Context: an optimization exercise on an open-source flow, tuned for small area. The choices shown serve that exercise and are no tape-out recipe.
Only simulation tests tie the RTL to the original design; equivalence was not proved.
The clock input has no modelled driver; a real chip could not lean on it and would need a root buffer or a full tree.
Power is estimated from default activity; no workload was simulated.

### flow/design.v
`timescale 1ns / 100ps
module crc(
  input [7:0] data_in,
  input crc_en,
  output [31:0] crc_out,
  input rst,
  input clk);
  reg [31:0] lfsr_q;
  wire [31:0] lfsr_c;
  wire [7:0] e = (lfsr_q[31:24] ^ data_in) & {8{~rst}};
  wire [30:0] t;
  assign t[0] = e[0] ^ e[6];
  assign t[1] = e[3] ^ e[7];
  assign t[2] = e[1] ^ e[2];
  assign t[3] = e[4] ^ e[5];
  assign t[4] = e[7] ^ t[2];
  assign t[5] = e[1] ^ t[0];
  assign t[6] = e[2] ^ e[6];
  assign t[7] = e[5] ^ t[6];
  assign t[8] = t[1] ^ t[3];
  assign t[9] = t[7] ^ t[8];
  assign t[10] = t[2] ^ t[3];
  assign t[11] = t[0] ^ t[4];
  assign t[12] = e[0] ^ t[3];
  assign t[13] = t[11] ^ t[12];
  assign t[14] = t[9] ^ t[11];
  assign t[15] = e[6] ^ t[14];
  assign t[16] = t[13] ^ t[15];
  assign t[17] = t[10] ^ t[14];
  assign t[18] = t[2] ^ t[15];
  assign t[19] = t[5] ^ t[8];
  assign t[20] = t[8] ^ t[10];
  assign t[21] = t[2] ^ t[7];
  assign t[22] = e[4] ^ e[7];
  assign t[23] = e[1] ^ t[15];
  assign t[24] = e[2] ^ e[3];
  assign t[25] = t[0] ^ t[10];
  assign t[26] = e[7] ^ t[5];
  assign t[27] = t[6] ^ t[13];
  assign t[28] = t[17] ^ t[26];
  assign t[29] = e[7] ^ t[6];
  assign t[30] = e[6] ^ t[1];
  assign lfsr_c[0] = t[0] | rst;
  assign lfsr_c[1] = t[26] | rst;
  assign lfsr_c[2] = t[11] | rst;
  assign lfsr_c[3] = t[20] | rst;
  assign lfsr_c[4] = t[18] | rst;
  assign lfsr_c[5] = t[19] | rst;
  assign lfsr_c[6] = t[13] | rst;
  assign lfsr_c[7] = t[16] | rst;
  assign lfsr_c[8] = lfsr_q[0] ^ t[14];
  assign lfsr_c[9] = lfsr_q[1] ^ t[10];
  assign lfsr_c[10] = lfsr_q[2] ^ t[17];
  assign lfsr_c[11] = lfsr_q[3] ^ t[14];
  assign lfsr_c[12] = lfsr_q[4] ^ t[25];
  assign lfsr_c[13] = lfsr_q[5] ^ t[28];
  assign lfsr_c[14] = lfsr_q[6] ^ t[9];
  assign lfsr_c[15] = lfsr_q[7] ^ t[8];
  assign lfsr_c[16] = lfsr_q[8] ^ t[12];
  assign lfsr_c[17] = lfsr_q[9] ^ t[21];
  assign lfsr_c[18] = lfsr_q[10] ^ t[29];
  assign lfsr_c[19] = lfsr_q[11] ^ t[1];
  assign lfsr_c[20] = lfsr_q[12] ^ e[4];
  assign lfsr_c[21] = lfsr_q[13] ^ e[5];
  assign lfsr_c[22] = lfsr_q[14] ^ e[0];
  assign lfsr_c[23] = lfsr_q[15] ^ t[5];
  assign lfsr_c[24] = lfsr_q[16] ^ t[4];
  assign lfsr_c[25] = lfsr_q[17] ^ t[24];
  assign lfsr_c[26] = lfsr_q[18] ^ t[23];
  assign lfsr_c[27] = lfsr_q[19] ^ t[27];
  assign lfsr_c[28] = lfsr_q[20] ^ t[7];
  assign lfsr_c[29] = lfsr_q[21] ^ t[30];
  assign lfsr_c[30] = lfsr_q[22] ^ t[22];
  assign lfsr_c[31] = lfsr_q[23] ^ e[5];
  assign crc_out = lfsr_q;
  always @(posedge clk)
    lfsr_q <= lfsr_c;
endmodule  
`timescale 1ns / 100ps
module TX_MAC (
	TX_CLK,
	SYS_RST,
	TX_START,
	TX_BUSY,
	GMII_TXD,
	GMII_TX_EN,
	CONTROL_IN
);
input wire TX_CLK;
input wire SYS_RST;
input wire TX_START;
output wire TX_BUSY;
output wire [7:0] GMII_TXD;
output wire GMII_TX_EN;
input wire [7:0] CONTROL_IN;
reg tx_start_d;
reg tx_start_dd;
reg pre;	 
reg pay_f;	 
reg tail_f;	 
reg [7:0] cnt;
reg [7:0] hold;		 
wire [31:0] crc_out;
wire idle = ~(pre | pay_f | tail_f);
wire pay = pay_f & ~tail_f;
wire pad = pay_f & tail_f;
wire tail = tail_f & ~pay_f;
wire crc_reset = idle | (pre & ~cnt[3]);
crc inst_crc(
  .data_in(GMII_TXD),
  .crc_en(1'b1),
  .crc_out(crc_out),
  .rst(crc_reset),
  .clk(TX_CLK)
);
always @(posedge TX_CLK) begin
	if(SYS_RST) begin
		tx_start_d <= 1'b0;
		tx_start_dd <= 1'b0;
	end
	else begin
		tx_start_d <= TX_START;
		tx_start_dd <= tx_start_d;
	end
end
wire pre_first = pre & (cnt[3:0] == 4'd0);
wire pre_55 = pre & ~cnt[3] & (cnt[2:0] != 3'd0);
wire pre_sfd = pre & cnt[3] & ~cnt[0];
wire pre_len = pre & cnt[3] & cnt[0];
wire out_hold = pre_len | (tail & ~cnt[3] & ~(cnt[2] & (cnt[1] | cnt[0])));	 
wire out_55 = pre_55 | pre_sfd;
assign TX_BUSY = ~idle;
assign GMII_TX_EN = ~idle & ~pre_first;
assign GMII_TXD = ({8{pay}} & cnt) | ({8{out_hold}} & hold) |
		  {pre_sfd, out_55, 1'b0, out_55, 1'b0, out_55, 1'b0, out_55};
wire min_len = cnt[7] | cnt[6] | (cnt[5] & cnt[4] & (cnt[3] | cnt[2] | cnt[1]));	 
wire pay_end = pay & (cnt == hold);
wire to_tail = (pay_end & min_len) | (pad & (cnt[5:0] == 6'd50));
always @(posedge TX_CLK) begin
	if(SYS_RST) begin
		pre <= 1'b0;
		pay_f <= 1'b0;
		tail_f <= 1'b0;
	end
	else begin
		pre <= (idle & tx_start_d & ~tx_start_dd) | (pre & ~pre_len);
		pay_f <= pre_len | (pay_f & ~to_tail);
		tail_f <= (pay_end & ~min_len) | (pad & ~to_tail) | to_tail | (tail & ~cnt[4]);
	end
end
wire h_ctl = pre & (cnt[2:0] == 3'd7);
wire h_keep = (pre & ~h_ctl) | (pay & ~pay_end) | pad & ~to_tail;
wire h_b0 = to_tail;
wire h_b1 = tail & (cnt[3:0] == 4'd1);
wire h_b2 = tail & (cnt[3:0] == 4'd2);
wire h_b3 = tail & (cnt[3:0] == 4'd3);
always @(posedge TX_CLK) begin
	cnt <= ({8{~idle & ~pre_len & ~to_tail}} & (cnt + 1'b1)) | {7'd0, to_tail};
	hold <= ({8{h_ctl}} & CONTROL_IN) | ({8{h_keep}} & hold) |
		({8{h_b0}} & crc_out[7:0]) | ({8{h_b1}} & crc_out[15:8]) |
		({8{h_b2}} & crc_out[23:16]) | ({8{h_b3}} & crc_out[31:24]);
end
endmodule
### flow/flow/run.sh
#!/bin/bash
# The standard flow (standard.sh) with changes that only affect how the
# logic is mapped and sized:
#  - synthesis is synth_recipe.tcl unchanged except that ABC maps with an
#    area-oriented script (flow/abc_area.script, see flow/abc_proc.tcl);
#  - port buffers use the smallest buffer cell (buf_1);
#  - combinational cells are swapped to their smallest drive strength right
#    after floorplanning (flow/downsize.tcl); the later repair steps upsize
#    again where timing, slew or capacitance need it;
set -e
HERE=$(pwd)
export FLOW_ABC_SCRIPT="$HERE/flow/abc_area.script"
{ head -n 1 synth_recipe.tcl; cat flow/abc_proc.tcl; tail -n +2 synth_recipe.tcl; } > my_synth.tcl
sed "s|SYNTH_SCRIPT=[^ ]*synth_recipe.tcl|SYNTH_SCRIPT=$HERE/my_synth.tcl|" standard.sh > my_standard.sh
grep -q "SYNTH_SCRIPT=$HERE/my_synth.tcl" my_standard.sh
export BUFFER_PORTS_ARGS="-buffer_cell sky130_fd_sc_hd__buf_1"
export POST_FLOORPLAN_TCL="$HERE/flow/downsize.tcl"
export CTS_ARGS="-sink_clustering_enable -repair_clock_nets -dont_use_dummy_load -buf_list sky130_fd_sc_hd__clkbuf_8"
export PRE_CTS_TCL="$HERE/flow/clkroot.tcl"
bash my_standard.sh > standard.log 2>&1
### flow/flow/abc_area.script
&get -n
&st
&dch
&nf -R 1000 -p
&put
### flow/flow/abc_proc.tcl
# Map with an area-oriented ABC script (flow/abc_area.script) in place of the
# ABC script the standard synthesis passes; everything else is unchanged, so
# the registers are the standard synthesis's.
proc abc {args} {
  set i [lsearch -exact $args -script]
  if {$i >= 0} {
    lset args [expr {$i + 1}] $::env(FLOW_ABC_SCRIPT)
  }
  yosys abc {*}$args
}
### flow/flow/clkroot.tcl
rename clock_tree_synthesis tritoncts_clock_tree_synthesis
proc clock_tree_synthesis {args} {
  tritoncts_clock_tree_synthesis {*}$args
  set block [ord::get_db_block]
  set port_net [[$block findBTerm TX_CLK] getNet]
  set drv [$port_net getITerms]
  if {[llength $drv] != 1} { puts "clkroot: port drives [llength $drv] pins, kept"; return }
  set root [[lindex $drv 0] getInst]
  if {![string match *clkbuf* [[$root getMaster] getName]]} { puts "clkroot: no root buffer"; return }
  set out_net ""
  foreach it [$root getITerms] {
    if {[$it isOutputSignal]} { set out_net [$it getNet] }
  }
  set loads {}
  foreach it [$out_net getITerms] {
    if {[$it getInst] != $root} { lappend loads $it }
  }
  set ok 1
  foreach it $loads {
    if {![string match *clkbuf* [[[$it getInst] getMaster] getName]]} { set ok 0 }
  }
  if {!$ok || [llength $loads] > 4} { puts "clkroot: root drives [llength $loads] pins, kept"; return }
  foreach it $loads {
    $it disconnect
    $it connect $port_net
  }
  set name [$root getName]
  odb::dbInst_destroy $root
  odb::dbNet_destroy $out_net
  puts "clkroot: removed root buffer $name, port drives [llength $loads] leaf buffers"
}
### flow/flow/downsize.tcl
# Swap every combinational cell to the smallest-area cell of the same
# function (same base name, drive strength 0 or 1). Registers are kept.
set db [ord::get_db]
set block [ord::get_db_block]
set n 0
foreach inst [$block getInsts] {
  set name [[$inst getMaster] getName]
  if {![regexp {^(sky130_fd_sc_hd__[a-z0-9]+)_([0-9]+)$} $name -> base drv]} { continue }
  if {[regexp {__(df|edf|sdf|dl|clk|conb|tap|fill|decap|diode)} $base]} { continue }
  set best ""
  set best_area 1e9
  foreach d {0 1} {
    set m [$db findMaster ${base}_$d]
    if {$m == "NULL"} { continue }
    set a [expr {[$m getWidth] * [$m getHeight]}]
    if {$a < $best_area} { set best $m; set best_area $a }
  }
  if {$best == ""} { continue }
  set cur [$inst getMaster]
  if {[expr {[$cur getWidth] * [$cur getHeight]}] > $best_area} {
    $inst swapMaster $best
    incr n
  }
}
puts "downsize: swapped $n instances"
### flow/standard.sh
#!/bin/bash
# synth_recipe.tcl (not shown) runs the flow's synth.tcl, then flattens the netlist and writes it again
# the make line also repeats each setting of config.mk as NAME=value (left out here)
make -C /OpenROAD-flow-scripts/flow DESIGN_CONFIG=/design/flow/config.mk WORK_HOME=/design/flow/orfs CLKGATE_MAP_FILE= SYNTH_SCRIPT=/design/flow/synth_recipe.tcl "${@:-finish}"
### flow/config.mk
export PLATFORM = sky130hd
export DESIGN_NAME = TX_MAC
export DESIGN_NICKNAME = TX_MAC
export VERILOG_FILES = /design/flow/design.v
export SDC_FILE = /design/flow/constraint.sdc
export NUM_CORES = 4
export LEC_CHECK = 0
export CAP_MARGIN = 20
export CORE_MARGIN = 2
export CORE_UTILIZATION = 40
export GPL_TIMING_DRIVEN = 0
export SLEW_MARGIN = 20
### flow/constraint.sdc
create_clock -name core_clock -period 8.0 [get_ports {TX_CLK}]
set_input_delay 1.6000 -clock core_clock [delete_from_list [all_inputs] [get_ports {TX_CLK}]]
set_output_delay 1.6000 -clock core_clock [all_outputs]
set_load 0.01 [all_outputs]
==> run summary, run 1 <==
full die area 0.006747 sq mm; Post-CTS Repair Setup Buffers 0; fmax about 0.20 GHz; Fin Setup TNS 0 ps; Post-Syn Area 0.002442 sq mm; commonest cells after routing, fill and taps aside 53 x dfxtp_1, 34 x xnor2_1, 30 x xor2_1, 28 x nand2_1, 20 x buf_1; Post-DP HPWL around 4.4 mm; Pleak a little over 1 nW; Layout area overhead 9.682%; Initial Util around two fifths; pin count of the biggest net entering global routing 16; post-CTS resize count 0; register area share after synthesis between 40% and 50%; Post-DRT Antenna Nets 0; reg2reg start cnt[0]; flop-to-flop setup slack just over 3000 ps; hold worst-path end inst_crc.lfsr_q[19]; Synth top area share between 40% and 50%; total core area between 0.005 and 0.006 sq mm; Sink Count 53; min cycle time layout 4933 ps; Worst EP required between 8000 and 9000 ps; Post-Syn Nets 270; drt wl/cell 16.11 um; layout net count 297; yosys synthesis warning count 2; Avg Vias per Cell 5.316; Placer Congestion a little over 0.8; max_cap viols 0; worst reg2reg path endpoint inst_crc.lfsr_q[7]; Mapped Cells 254; total global-route track usage between 10% and 20%; final worst path period share between 60% and 70%; nature of the critical path startpoint flip-flop; RSZ-0062 raised after global routing false; Rel. slew slack 32.63%; I/O pin count 21; Reg2Reg Depth 13; share of cells above drive strength 1 between 2 and 2.5%; HP Class flip-flop to flip-flop; Post-Layout Cell Count ~350; PD cells between 200 and 300 mW/mm^2; outcome complete, no violations; drt first pass iters 4; min-delay src inst_crc.lfsr_q[11]; register bit count reported by yosys 53; Die Y 82.14 um; hold buffers post-CTS 0; Crit. End Element flip-flop; maximum VDD drop 0.2282 mV; post-synthesis cell type count 30; Synth area leader dfxtp_1; hold depth 1; Pins Over Slew Limit 0; grt ovf 0; final hold vios 0; average size of a mapped cell roughly 9.6 sq um; Via Count 1,882; commonest non-fill, non-tap cell in the layout dfxtp_1; placed insts between 300 and 400; diodes inserted 0; final core utilization between 40% and 50%; clock transition at the registers of the reported paths 90 ps; Arr. time, crit path slightly below 5000 ps; CP Class flip-flop to flip-flop; # rows 28; vias in the first global route ~1,900; Area contributors post-synth dfxtp_1 43%, xnor2_1 12%, xor2_1 11%, nand2_1 4.3%, a222oi_1 3.3%; chip width roughly 82 um; initial antenna violation count 0; worst-path fanout max 8; clk_skew approximately 16 ps; Clock Latency Late Sink 150 ps; first-pass GRT wire length between 9 and 10 mm; PortBufs 20; fin worst setup slack approximately 3000 ps; DR iter-0 viols about 160; routed wire length roughly 5.7 mm; DR DRC count 0; final setup fails 0; Place WS between 3000 and 4000 ps; Worst-Margin Slew between 1000 and 1500 ps
-- how the worst max path moves through the flow --
stage | from | endpoint | cells after the start
global route | cnt[0] | inst_crc.lfsr_q[7] | 13
global placement | cnt[0] | inst_crc.lfsr_q[7] | 13
CTS | cnt[0] | inst_crc.lfsr_q[7] | 13
floorplan | cnt[0] | inst_crc.lfsr_q[7] | 13
detailed placement | cnt[0] | inst_crc.lfsr_q[7] | 13
finish | cnt[0] | inst_crc.lfsr_q[7] | 13
-- cells by family after synthesis --
kind of cell | Yosys count | synth area share (%)
simple gates | 81 | 15.98
fa+ha+maj | 5 | 2.561
xor+xnor | 64 | 22.95
mux | 1 | 0.4610
flops | 53 | 43.44
buf+inv | 3 | 0.4610
compound gates | 47 | 14.14
-- report_power, final --
part / leakage (nW) / switching, mW / internal [mW]
sequential: 0.438 / 0.0523 / 0.344
clock: 0.0288 / 0.0685 / 0.0460
combinational: 0.553 / 0.133 / 0.123
total: 1.02 / 0.253 / 0.513
-- critical path, stage by stage, from the launching register on --
cell      delay [ps]
dfxtp_1          420
clkinv_1         140
ha_1             170
nor2b_1           50
o31ai_1          800
a221o_1          360
nor2_1            50
a211oi_1         750
xnor2_1          320
xor2_1           370
xor2_1           190
xnor2_1          470
xor2_1           360
mux2_1           370
-- metrics by stage --
stage | power (mW) | hold WS [ps] | cell area (sq um)
6_report | 0.7667 | 463.3 | 2679
5_1_grt | 0.8156 | 479.2 | 2679
4_1_cts | 0.7710 | 464.4 | 2679
3_5_place_dp | 0.6582 | 451.1 | 2624
3_3_place_gp | 0.6501 | 441.9 | 2611
2_1_floorplan | 0.6018 | 430.6 | 2442
-- synthesized netlist by cell type, drive strengths merged --
cell type and count:
a221o 4, nor4 2, ha 5, a31oi 1, nand2 28, and4 1
and2 1, nand3 8, nor3 3, o211ai 1, o31ai 3, nor2b 11
mux2 1, xor2 30, nand3b 1, a22o 3, a21oi 10, a22oi 6
nor3b 1, a211oi 4, clkinv 3, nand4 3, a222oi 8, a21o 1
o21ai 6, dfxtp 53, nor2 15, nand2b 4, xnor2 34, and3 3
-- flip-flops by register name (all words and copies together), names as in the netlist --
register,flops
tx_start_d,1
hold,8
inst_crc.lfsr_q,32
cnt,8
pay_f,1
tail_f,1
pre,1
tx_start_dd,1
-- cell type report --
type                       count  area (sq um)
clock buffer                   4         55.05
fill                         573          3242
inverter                       3         11.26
multi-input combinational    198          1375
sequential                    53          1061
tap                           75         93.84
timing repair buffer          21         82.58
-- layer usage --
| layer | track usage, % | up-vias | routed length, um |
|---|---|---|---|
| met5 | 0 | - | 0 |
| met4 | 3.333 | 0 | 0 |
| met3 | 3.043 | 0 | 156 |
| met2 | 33.41 | 25 | 2891 |
| met1 | 24.22 | 904 | 2655 |
| li1 | - | 953 | - |
==> inputs of run 2 (changes only) <==
--- a/flow/design.v
+++ b/flow/design.v
@@ -114,14 +114,11 @@
   .clk(TX_CLK)
 );
 always @(posedge TX_CLK) begin
-	if(SYS_RST) begin
+	if(SYS_RST)
 		tx_start_d <= 1'b0;
-		tx_start_dd <= 1'b0;
-	end
-	else begin
+	else
 		tx_start_d <= TX_START;
-		tx_start_dd <= tx_start_d;
-	end
+	tx_start_dd <= tx_start_d;
 end
 wire pre_first = pre & (cnt[3:0] == 4'd0);
 wire pre_55 = pre & ~cnt[3] & (cnt[2:0] != 3'd0);
@@ -149,7 +146,7 @@
 	end
 end
 wire h_ctl = pre & (cnt[2:0] == 3'd7);
-wire h_keep = (pre & ~h_ctl) | (pay & ~pay_end) | pad & ~to_tail;
+wire h_keep = (pre & cnt[3]) | (pay & ~pay_end);
 wire h_b0 = to_tail;
 wire h_b1 = tail & (cnt[3:0] == 4'd1);
 wire h_b2 = tail & (cnt[3:0] == 4'd2);
==> run 2 against run 1 <==
  * Critical path type unchanged
  * Critical endpoint unchanged
  * Worst setup slack worse by 180 ps
  * First-iteration DRC count is 23% higher
  * Clock power hardly changed
  * Synthesized cell count is 1.6% higher
  * Core utilization is 0.18 points higher
  * Clock-buffer cell count stayed put
  * Routed wire length is 2.9% higher
  * Critical path depth stayed put
  * Still clean on timing, DRC and antenna
  * Combinational power is 4% lower
  * Worst hold slack worse by 65 ps
  * Total power is 1.7% lower
==> run summary, run 2 <==
total core area 0.005886 sq mm (was 0.005921 sq mm); hold worst-path end tx_start_dd (was inst_crc.lfsr_q[19]); maximum VDD drop 0.1743 mV (was 0.2282 mV); initial antenna violation count 0 (unchanged); chip width 81.94 um (was 82.14 um); commonest non-fill, non-tap cell in the layout dfxtp_1 (unchanged); PD cells 281.8 mW/mm^2 (was 286.2 mW/mm^2); total global-route track usage 19.45% (was 18.80%); DR iter-0 viols 195 (was 159); count leader, synth dfxtp_1 (unchanged); max_cap viols 0 (unchanged); Post-Layout Cell Count 358 (was 354); I/O pin count 21 (unchanged); hold depth 0 (was 1); Via Count 1,903 (was 1,882); Synth area leader dfxtp_1 (unchanged); Initial Util 41.28% (was 41.25%); Seq pwr share 52.3% (was 51.7%); Pins Over Slew Limit 0 (unchanged); Post-synth top cells 53 x dfxtp_1, 47 x xnor2_1, 37 x nand2_1, 17 x xor2_1, 14 x nor2_1 (was 53 x dfxtp_1, 34 x xnor2_1, 30 x xor2_1, 28 x nand2_1, 15 x nor2_1); reg2reg start cnt[0] (unchanged); Placer Congestion 0.8367 (was 0.8214); layout net count 301 (was 297); Switching Fraction 32.18% (was 33.06%); Post-synth EDFFs 0 (unchanged); RSZ-0062 raised after global routing false (unchanged); register bit count reported by yosys 53 (unchanged); # rows 28 (unchanged); clock transition at the registers of the reported paths 110 ps (was 90 ps); grt ovf 0 (unchanged); outcome complete, no violations (unchanged); cell mode on critical path xor2_1 (unchanged); final hold vios 0 (unchanged); Largest regs inst_crc.lfsr_q (32), cnt (8), hold (8) (unchanged); Arr. time, crit path 5160 ps (was 4970 ps); vias in the first global route 1,884 (was 1,894); worst reg2reg path endpoint inst_crc.lfsr_q[7] (unchanged); diodes inserted 0 (unchanged); pin count of the biggest net entering global routing 19 (was 16); drt first pass iters 7 (was 4); final core utilization 45.43% (was 45.25%); Die Y 81.94 um (was 82.14 um); Async SR Flop Fraction 0% (unchanged); worst-path fanout max 8 (unchanged); average size of a mapped cell 9.418 sq um (was 9.616 sq um); drt wl/cell 16.38 um (was 16.11 um); Fin Setup TNS 0 ps (unchanged); Synth top area share 43.67% (was 43.44%); most flop-heavy register inst_crc.lfsr_q (unchanged); clk_skew 32.43 ps (was 16.13 ps); flop-to-flop setup slack 2890 ps (was 3070 ps); fin worst setup slack 2886 ps (was 3067 ps); placed cell areas 0.002614 sq mm (was 0.002624 sq mm); Worst EP required 8040 ps (about the same); post-CTS resize count 0 (unchanged); Worst Hold Slack 398.5 ps (was 463.3 ps); Post-DP HPWL 4.421 mm (was 4.397 mm); DR DRC count 0 (unchanged); min cycle time layout 5114 ps (was 4933 ps); CP Cell Sequence clkinv_1 > ha_1 > nor2b_1 > o31ai_2 > a22oi_1 > o21ai_0 > o21ai_0 > xor2_1 > xnor2_1 > xor2_1 > xor2_1 > xnor2_1 > mux2_1 (was clkinv_1 > ha_1 > nor2b_1 > o31ai_1 > a221o_1 > nor2_1 > a211oi_1 > xnor2_1 > xor2_1 > xor2_1 > xnor2_1 > xor2_1 > mux2_1); Post-CTS Repair Setup Buffers 0 (unchanged); final setup fails 0 (unchanged); nature of the critical path startpoint flip-flop (unchanged); PortBufs 20 (unchanged); share of cells above drive strength 1 2.473% (was 2.151%); total power 0.7535 mW (was 0.7667 mW); max reg flops 32 (unchanged); Worst path max stage delay 890 ps (was 800 ps); fmax 0.1955 GHz (was 0.2027 GHz); Crit. End Element flip-flop (unchanged); Int Pwr 0.5110 mW (was 0.5133 mW); HP Class flip-flop to flip-flop (unchanged); commonest cells after routing, fill and taps aside 53 x dfxtp_1, 47 x xnor2_1, 37 x nand2_1, 20 x buf_1, 17 x xor2_1 (was 53 x dfxtp_1, 34 x xnor2_1, 30 x xor2_1, 28 x nand2_1, 20 x buf_1); origin of the worst setup path cnt[0] (unchanged); full die area 0.006714 sq mm (was 0.006747 sq mm); Pleak 0.9137 nW (was 1.020 nW); Area contributors post-synth dfxtp_1 44%, xnor2_1 17%, xor2_1 6.1%, nand2_1 5.7%, a222oi_1 3.3% (was dfxtp_1 43%, xnor2_1 12%, xor2_1 11%, nand2_1 4.3%, a222oi_1 3.3%); first-pass GRT wire length 9.660 mm (was 9.632 mm); hold buffers post-CTS 0 (unchanged); Avg Vias per Cell 5.316 (about the same); routed wire length 5.865 mm (was 5.702 mm); Worst-Margin Slew 1090 ps (was 1000 ps); Layout area overhead 10.04% (was 9.682%); Synth Flop Type dfxtp_1 (unchanged); cell area after layout 0.002674 sq mm (was 0.002679 sq mm); Post-DRT Antenna Nets 0 (unchanged); Place WS 2939 ps (was 3101 ps); Clock Latency Late Sink 160 ps (was 150 ps); Post-Syn Area 0.002430 sq mm (was 0.002442 sq mm); CP Class flip-flop to flip-flop (unchanged); yosys synthesis warning count 2 (unchanged); Reg2Reg Depth 13 (unchanged); Mapped Cells 258 (was 254); post-synthesis cell type count 29 (was 30); Sink Count 53 (unchanged); NetSw 0.2425 mW (was 0.2535 mW); Post-Syn Nets 274 (was 270); register area share after synthesis 43.67% (was 43.44%); Clock power frac 15.1% (was 14.9%); Rel. slew slack 26.57% (was 32.63%); Gate power share 32.6% (was 33.4%); slowest cell on the critical path o21ai_0 (was o31ai_1); min-delay src tx_start_d (was inst_crc.lfsr_q[11]); placed insts 354 (was 350); final worst path period share 63.93% (was 61.66%)
-- run 2: layout make-up --
cell class              instances  area (sq um)
fillers                       602          3212
clock buffers                   4         55.05
well taps                      75         93.84
repair buffers                 21         82.58
multi-input cells             200          1363
flip-flops and latches         53          1061
inverters                       5         18.77
-- run 2: worst max-delay path by stage --
stage                                    end  slack [ps]
after global routing      inst_crc.lfsr_q[7]        2540
after global placement    inst_crc.lfsr_q[7]        2830
final                     inst_crc.lfsr_q[7]        2890
after floorplan           inst_crc.lfsr_q[7]        3930
after detailed placement  inst_crc.lfsr_q[7]        2940
after CTS                 inst_crc.lfsr_q[7]        2840
-- run 2: cell families after synthesis --
logic type / synth area share (%)
DFF: 43.67
and+or+nand+nor: 15.81
adders and majority gates: 2.575
muxes: 0.4634
AOI/OAI and AO/OA: 13.65
buffers and inverters: 0.7725
xor gates and xnor gates: 23.07
-- run 2: critical path: cells and delay by family (launching register included) --
family          cells  cell delay (ps)
xor+xnor            5             1980
compound gates      4             1390
flops               1              520
mux                 1              370
fa+ha+maj           1              290
buf+inv             1              280
simple gates        1              150
-- run 2: power groups by stage --
stage,sequential (mW),clock (mW),combinational (mW)
floorplan,0.385,0,0.206
global placement,0.398,0,0.242
detailed placement,0.400,0,0.244
CTS,0.394,0.116,0.247
global route,0.403,0.127,0.275
finish,0.394,0.114,0.246
-- run 2: per-layer routing --
metal / global-route usage (%) / wire length [um] / share of wire [%]
met1: 27.20 / 2739 / 47
met5: 0 / 0 / 0
met2: 30.57 / 2799 / 48
met4: 6.333 / 52 / 0.89
met3: 3.077 / 274 / 4.7
==> inputs of run 3 (changes only) <==
--- a/flow/config.mk
+++ b/flow/config.mk
@@ -5,8 +5,8 @@
 export SDC_FILE = /design/flow/constraint.sdc
 export NUM_CORES = 4
 export LEC_CHECK = 0
-export CAP_MARGIN = 20
+export CAP_MARGIN = 0
 export CORE_MARGIN = 2
 export CORE_UTILIZATION = 40
 export GPL_TIMING_DRIVEN = 0
-export SLEW_MARGIN = 20
+export SLEW_MARGIN = 0
==> run 3 against run 2 <==
  * Still clean
  * Worst hold slack worse by 40 ps
  * Cell count fell by 0.28%
  * Synthesized cell count did not move
  * Global-route usage down 0.12 points
  * Design area decreased by 0.47%
  * Critical path type unchanged
  * Critical endpoint unchanged
  * Largest power group unchanged
  * Highest routed layer unchanged
==> run summary, run 3 <==
Sink Count 53 (unchanged); maximum VDD drop 0.1706 mV (was 0.1743 mV); Post-Syn Nets 274 (unchanged); clk_skew 12.16 ps (was 32.43 ps); final hold vios 0 (unchanged); total core area 0.005886 sq mm (unchanged); CP Class flip-flop to flip-flop (unchanged); min cycle time layout 5094 ps (was 5114 ps); Synth area leader dfxtp_1 (unchanged); Synth Flop Type dfxtp_1 (unchanged); reg2reg start cnt[0] (unchanged); final worst path period share 63.67% (was 63.93%); full die area 0.006714 sq mm (unchanged); Fin Setup TNS 0 ps (unchanged); average size of a mapped cell 9.418 sq um (unchanged); Post-Syn Area 0.002430 sq mm (unchanged); I/O pin count 21 (unchanged); count leader, synth dfxtp_1 (unchanged); register bit count reported by yosys 53 (unchanged); Initial Util 41.28% (unchanged); commonest cells after routing, fill and taps aside 53 x dfxtp_1, 47 x xnor2_1, 37 x nand2_1, 20 x buf_1, 17 x xor2_1 (unchanged); post-CTS resize count 0 (unchanged); fin worst setup slack 2906 ps (was 2886 ps); diodes inserted 0 (unchanged); Post-synth EDFFs 0 (unchanged); Post-synth top cells 53 x dfxtp_1, 47 x xnor2_1, 37 x nand2_1, 17 x xor2_1, 14 x nor2_1 (unchanged); max_cap viols 0 (unchanged); layout net count 300 (was 301); Crit. End Element flip-flop (unchanged); fmax 0.1963 GHz (was 0.1955 GHz); Place WS 2951 ps (was 2939 ps); Synth top area share 43.67% (unchanged); Post-DP HPWL 4.410 mm (was 4.421 mm); yosys synthesis warning count 2 (unchanged); RSZ-0062 raised after global routing false (unchanged); nature of the critical path startpoint flip-flop (unchanged); max reg flops 32 (unchanged); total global-route track usage 19.34% (was 19.45%); hold depth 0 (unchanged); Reg2Reg Depth 13 (unchanged); pin count of the biggest net entering global routing 16 (was 19); flop-to-flop setup slack 2910 ps (was 2890 ps); chip width 81.94 um (unchanged); vias in the first global route 1,814 (was 1,884); Worst EP required 8040 ps (about the same); drt wl/cell 16.48 um (was 16.38 um); outcome complete, no violations (unchanged); cell mode on critical path xor2_1 (unchanged); Area contributors post-synth dfxtp_1 44%, xnor2_1 17%, xor2_1 6.1%, nand2_1 5.7%, a222oi_1 3.3% (unchanged); Arr. time, crit path 5140 ps (was 5160 ps); first-pass GRT wire length 9.597 mm (was 9.660 mm); CP Cell Sequence clkinv_1 > ha_1 > nor2b_1 > o31ai_1 > a221o_1 > nor2_1 > a211oi_1 > xnor2_1 > xor2_1 > xor2_1 > xor2_1 > xnor2_1 > mux2_1 (was clkinv_1 > ha_1 > nor2b_1 > o31ai_2 > a22oi_1 > o21ai_0 > o21ai_0 > xor2_1 > xnor2_1 > xor2_1 > xor2_1 > xnor2_1 > mux2_1); Die Y 81.94 um (unchanged); Pins Over Slew Limit 0 (unchanged); Placer Congestion 0.8367 (unchanged); Largest regs inst_crc.lfsr_q (32), cnt (8), hold (8) (unchanged); Worst-Margin Slew 1142 ps (was 1090 ps); DR iter-0 viols 210 (was 195); final setup fails 0 (unchanged); hold worst-path end tx_start_dd (unchanged); DR DRC count 0 (unchanged); register area share after synthesis 43.67% (unchanged); drt first pass iters 4 (was 7); clock transition at the registers of the reported paths 90 ps (was 110 ps); post-synthesis cell type count 29 (unchanged); hold buffers post-CTS 0 (unchanged); Post-DRT Antenna Nets 0 (unchanged); min-delay src tx_start_d (unchanged); commonest non-fill, non-tap cell in the layout dfxtp_1 (unchanged); Post-CTS Repair Setup Buffers 0 (unchanged); worst-path fanout max 8 (unchanged); Pleak 0.9049 nW (was 0.9137 nW); PortBufs 20 (unchanged); PD cells 282.9 mW/mm^2 (was 281.8 mW/mm^2); Layout area overhead 9.526% (was 10.04%); grt ovf 0 (unchanged); Mapped Cells 258 (unchanged); Clock Latency Late Sink 150 ps (was 160 ps); # rows 28 (unchanged); initial antenna violation count 0 (unchanged); Async SR Flop Fraction 0% (unchanged); Rel. slew slack 23.05% (was 26.57%); worst reg2reg path endpoint inst_crc.lfsr_q[7] (unchanged); Worst path max stage delay 780 ps (was 890 ps); origin of the worst setup path cnt[0] (unchanged); share of cells above drive strength 1 1.773% (was 2.473%); slowest cell on the critical path o31ai_1 (was o21ai_0); Avg Vias per Cell 5.218 (was 5.316); most flop-heavy register inst_crc.lfsr_q (unchanged); HP Class flip-flop to flip-flop (unchanged); routed wire length 5.885 mm (was 5.865 mm); Via Count 1,863 (was 1,903)
run 3: worst max path at each step:
stage	to	cells after the start	slack, ps
final	inst_crc.lfsr_q[7]	13	2910
after global routing	inst_crc.lfsr_q[7]	13	2500
after CTS	inst_crc.lfsr_q[7]	13	2910
after detailed placement	inst_crc.lfsr_q[7]	13	2950
after global placement	inst_crc.lfsr_q[7]	13	2830
after floorplan	inst_crc.lfsr_q[7]	13	3930
run 3: power by group:
part           internal (mW)  switching [mW]  leakage [nW]
clock                 0.0461          0.0686        0.0288
combinational          0.123           0.120         0.438
sequential             0.342          0.0531         0.438
total                  0.511           0.242         0.905
run 3: per-stage QoR:
step	power [mW]	area [sq um]	util, %	cells	hold WS (ps)
5_1_grt	0.8028	2661	45.22	357	371.8
2_1_floorplan	0.5915	2430	-	258	330.6
4_1_cts	0.7570	2661	45.22	357	361.5
3_3_place_gp	0.6398	2599	44.15	353	336.8
6_report	0.7528	2661	45.22	357	358.2
3_5_place_dp	0.6440	2606	44.28	353	346.4
run 3: logic make-up (layout without fill, tap and decap cells):
group | Yosys count | after routing | share of synthesized area [%]
compound gates | 47 | 47 | 13.65
xor+xnor | 64 | 64 | 23.07
fa+ha+maj | 5 | 5 | 2.575
buf+inv | 5 | 29 | 0.7725
flops | 53 | 53 | 43.67
mux | 1 | 1 | 0.4634
simple gates | 83 | 83 | 15.81
run 3: final cells by class:
cell class | count | area, sq um
Tap cell | 75 | 93.84
Fill cell | 612 | 3224
Clock buffer | 4 | 55.05
Timing Repair Buffer | 20 | 75.07
Multi-Input combinational cell | 200 | 1358
Inverter | 5 | 18.77
Sequential cell | 53 | 1061
run 3: layer usage:
layer / track usage (%) / part of all wire (%) / up-vias
li1: - / - / 958
met1: 26.93 / 48 / 856
met4: 3.000 / 0.63 / 0
met3: 3.626 / 5.2 / 3
met2: 31.71 / 47 / 46
met5: 0 / 0 / -
run 3: critical path, delay by kind of cell, from the launching register on:
kind,cells,cell delay [ps]
AO/OA/AOI/OAI,3,1870
XOR/XNOR,5,1860
flip-flops,1,410
multiplexers,1,370
adder cells (fa/ha/maj),1,200
buffers and inverters,1,180
AND/OR/NAND/NOR,2,100

what the ideal ports hide:
In the flow no input, the clock included, has a driving cell. The finished layouts below were timed again as built, in two steps.
Step 1 assumes that a clkbuf_16 drives the clock port and a buf_2 every other input.
Step 2 moves the port delays by t, midway between the first and last clock arrival at a register: inputs arrive t later, outputs are due t later. That takes back most of the time a late clock gives input paths.
Slacks: ideal ports / drivers / drivers and shift; pairs: ideal ports / drivers.
run	t (ns)	setup slack, ns	worst setup path at the end
run 1	0.195	3.067 / 3.067 / 3.067	register to register
run 2	0.201	2.886 / 2.886 / 2.886	register to register
run 3	0.198	2.906 / 2.906 / 2.906	register to register
After both steps setup and hold are still met in every run listed.
